This design comes from an exercise in tuning for a short achievable clock period and few clock cycles on the open sky130 flow, not from production work. The RTL was checked by simulation tests, not by an equivalence proof against the original design. Power figures rest on the tool's default switching activity, not on a simulated workload.

Design mips, start of the top module:
module mips( clk, rst, imem_addr, imem_dout, dmem_addr, dmem_din, dmem_be, dmem_wren, dmem_dout );
   input         clk;
   input         rst;
   output [31:0] imem_addr;
   input [31:0]  imem_dout;
   output [31:0] dmem_addr;
   output [31:0] dmem_din;
   output [3:0]  dmem_be;
   output        dmem_wren;
   input [31:0]  dmem_dout;
   wire [31:0]   rf_rd [0:31];
   wire          wb_en;
   wire [4:0]    wb_rd;
   wire [31:0]   wb_val;
   assign rf_rd[0] = 32'd0;
   regfile U_RF (.clk(clk), .we(wb_en), .wa(wb_rd), .wd(wb_val),
                 .q01(rf_rd[1]),  .q02(rf_rd[2]),  .q03(rf_rd[3]),  .q04(rf_rd[4]),
                 .q05(rf_rd[5]),  .q06(rf_rd[6]),  .q07(rf_rd[7]),  .q08(rf_rd[8]),
                 .q09(rf_rd[9]),  .q10(rf_rd[10]), .q11(rf_rd[11]), .q12(rf_rd[12]),
                 .q13(rf_rd[13]), .q14(rf_rd[14]), .q15(rf_rd[15]), .q16(rf_rd[16]),
                 .q17(rf_rd[17]), .q18(rf_rd[18]), .q19(rf_rd[19]), .q20(rf_rd[20]),
                 .q21(rf_rd[21]), .q22(rf_rd[22]), .q23(rf_rd[23]), .q24(rf_rd[24]),
                 .q25(rf_rd[25]), .q26(rf_rd[26]), .q27(rf_rd[27]), .q28(rf_rd[28]),
                 .q29(rf_rd[29]), .q30(rf_rd[30]), .q31(rf_rd[31]));
   reg [31:0]    pc;
   reg           d_valid;
   reg [31:0]    d_ir;
   reg [31:0]    d_pc4;
   reg           d_pred;      
   reg           d_far;       
   reg [31:1]    d_rs_oh, d_rt_oh;   
   reg [31:1]    rf_valid;           
   reg           d_fa_e, d_fa_m, d_fb_e, d_fb_m;
   reg           d_stall;
   reg           e_wr, e_load, e_store, e_beq, e_cin;
   reg [4:0]     e_rd, e_rt;
   reg [31:0]    e_a, e_b, e_bop;
   reg [31:0]    e_target;
   reg           m_wr, m_load;
   reg [4:0]     m_rd;
   reg [31:0]    m_res;
  ...
Size in the first run: roughly 4500 cells after synthesis, ~170 I/O pins.
==> flow/config.mk <==
export PLATFORM = sky130hd
export DESIGN_NAME = mips
export DESIGN_NICKNAME = mips
export VERILOG_FILES = /design/flow/design.v
export SDC_FILE = /design/flow/constraint.sdc
export NUM_CORES = 4
export LEC_CHECK = 0
export CAP_MARGIN = 20
export CELL_PAD_IN_SITES_DETAIL_PLACEMENT = 1
export CELL_PAD_IN_SITES_GLOBAL_PLACEMENT = 2
export CORE_MARGIN = 2
export CORE_UTILIZATION = 40
export PLACE_DENSITY = 0.6
export SLEW_MARGIN = 20
==> flow/constraint.sdc <==
create_clock -name core_clock -period 12.0 [get_ports {clk}]
set_input_delay 2.4000 -clock core_clock [delete_from_list [all_inputs] [get_ports {clk}]]
set_output_delay 2.4000 -clock core_clock [all_outputs]
set_load 0.01 [all_outputs]
standard.sh (not shown) runs the stock make flow with config.mk's settings and CLKGATE_MAP_FILE= SYNTH_SCRIPT=/design/flow/synth_recipe.tcl, a recipe that flattens the netlist after the stock synthesis.
==> flow/flow/run.sh <==
#!/bin/bash
set -uo pipefail
bash standard.sh SETUP_SLACK_MARGIN=8.6 MATCH_CELL_FOOTPRINT=0 \
  "BUFFER_PORTS_ARGS=-buffer_cell sky130_fd_sc_hd__buf_6" finish > flow_standard.log 2>&1
st=$?
tail -5 flow_standard.log
exit $st
The starting point completed without violations.
Testbench counts at the start, summed over its fixed seeds: cycles 80,481.
Change:
--- a/flow/design.v
+++ b/flow/design.v
@@ -190,27 +190,31 @@
    wire [31:0]   d_target = {d_tgt, 2'b00};
    wire [5:0]    f_op = imem_dout[31:26];
    wire [4:0]    f_rs = imem_dout[25:21];
    wire [4:0]    f_rt = imem_dout[20:16];
    wire          f_rtype = (f_op == 6'b000000);
    wire          f_beq = (f_op == 6'b000100);
    wire          f_j = (f_op == 6'b000010);
    wire          f_b = f_beq && (f_rs == f_rt);
    wire          f_use_rs = f_rtype | (f_op == 6'b001101) | (f_op == 6'b100011) |
                             (f_op == 6'b101011) | (f_beq & ~f_b);
    wire          f_use_rt = f_rtype | (f_beq & ~f_b);    
    wire [31:0]   pc4 = pc + 32'd4;
-   wire [9:0]    f_blo;
-   wire          f_bco;
-   alu #(10) U_BLO (.a(pc4[11:2]), .b(imem_dout[9:0]), .ci(1'b0), .s(f_blo), .co(f_bco));
+   wire [4:0]    f_bl, f_bh0, f_bh1;
+   wire          f_blc, f_bhc0, f_bhc1;
+   alu #(5) U_BL  (.a(pc4[6:2]),  .b(imem_dout[4:0]), .ci(1'b0), .s(f_bl),  .co(f_blc));
+   alu #(5) U_BH0 (.a(pc4[11:7]), .b(imem_dout[9:5]), .ci(1'b0), .s(f_bh0), .co(f_bhc0));
+   alu #(5) U_BH1 (.a(pc4[11:7]), .b(imem_dout[9:5]), .ci(1'b1), .s(f_bh1), .co(f_bhc1));
+   wire [9:0]    f_blo = {f_blc ? f_bh1 : f_bh0, f_bl};
+   wire          f_bco = f_blc ? f_bhc1 : f_bhc0;
    wire          f_far = f_bco ? (imem_dout[15:10] != 6'h3f) : (imem_dout[15:10] != 6'h00);
    wire          y_wr = d_wr && !stall;            
    wire          y_ld = d_valid && d_lw && !stall;
    wire          f_fa_e = y_wr && (f_rs == d_dst);
    wire          f_fb_e = y_wr && (f_rt == d_dst);
    wire          f_fa_m = e_wr && (f_rs == e_rd);
    wire          f_fb_m = e_wr && (f_rt == e_rd);
    wire          f_stall = y_ld && y_wr &&
                  ((f_use_rs && f_rs == d_dst) || (f_use_rt && f_rt == d_dst));
    wire          pc_hold = e_taken | stall | d_redirect;
    wire [31:0]   pc_early = e_taken ? e_target : stall ? pc : d_target;
    wire [31:0]   pc_f = f_j ? {pc[31:28], imem_dout[25:0], 2'b00} :
Result:
- wire length went up by 0.93%
- power decreases by 3.1%
- setup slack gets worse by 8.3 ps
- area after synthesis falls by 0.37%
- worst hold slack gets worse by 11 ps
- utilization went down by 0.55 points
- count of clock-buffer cells in the layout goes up by 5
- sequential cell count is unchanged
- sequential power barely changes
- final area drops by 1.2%
- sequential share of layout area climbs by 0.65 points
- via count stays flat
- die area fell by 0.36%
Testbench counts after the change, summed over its fixed seeds: cycles 80,481.

port drivers added, routing unchanged:
No port has a modelled driver above. Below, the same layouts with a new extraction and two added sets of constraints. Step 1, drivers: a clkbuf_16 drives clk and a buf_2 each remaining input, both assumed. Step 2, shift: input delay + t, output delay - t, t = (earliest + latest rising clock arrival at the registers) / 2. This alone moves slack from input paths to output paths. Slacks: ideal / step 1 / step 2; pairs: ideal / step 1.
run	t (ns)	setup slack, ns	worst register clock-pin slew, ns	worst slew at a driven data input, ns	cell pins on the clock port's net
the first run	0.900	8.254 / 8.163 / 7.415	0.07 / 0.07	0.08	1
the second run	0.864	8.245 / 8.200 / 7.422	0.07 / 0.07	0.07	1
After both steps every run listed still meets setup and hold. For the first run, which loses most, drivers alone change the setup slack by -0.091 ns; drivers and shift together by -0.839 ns.
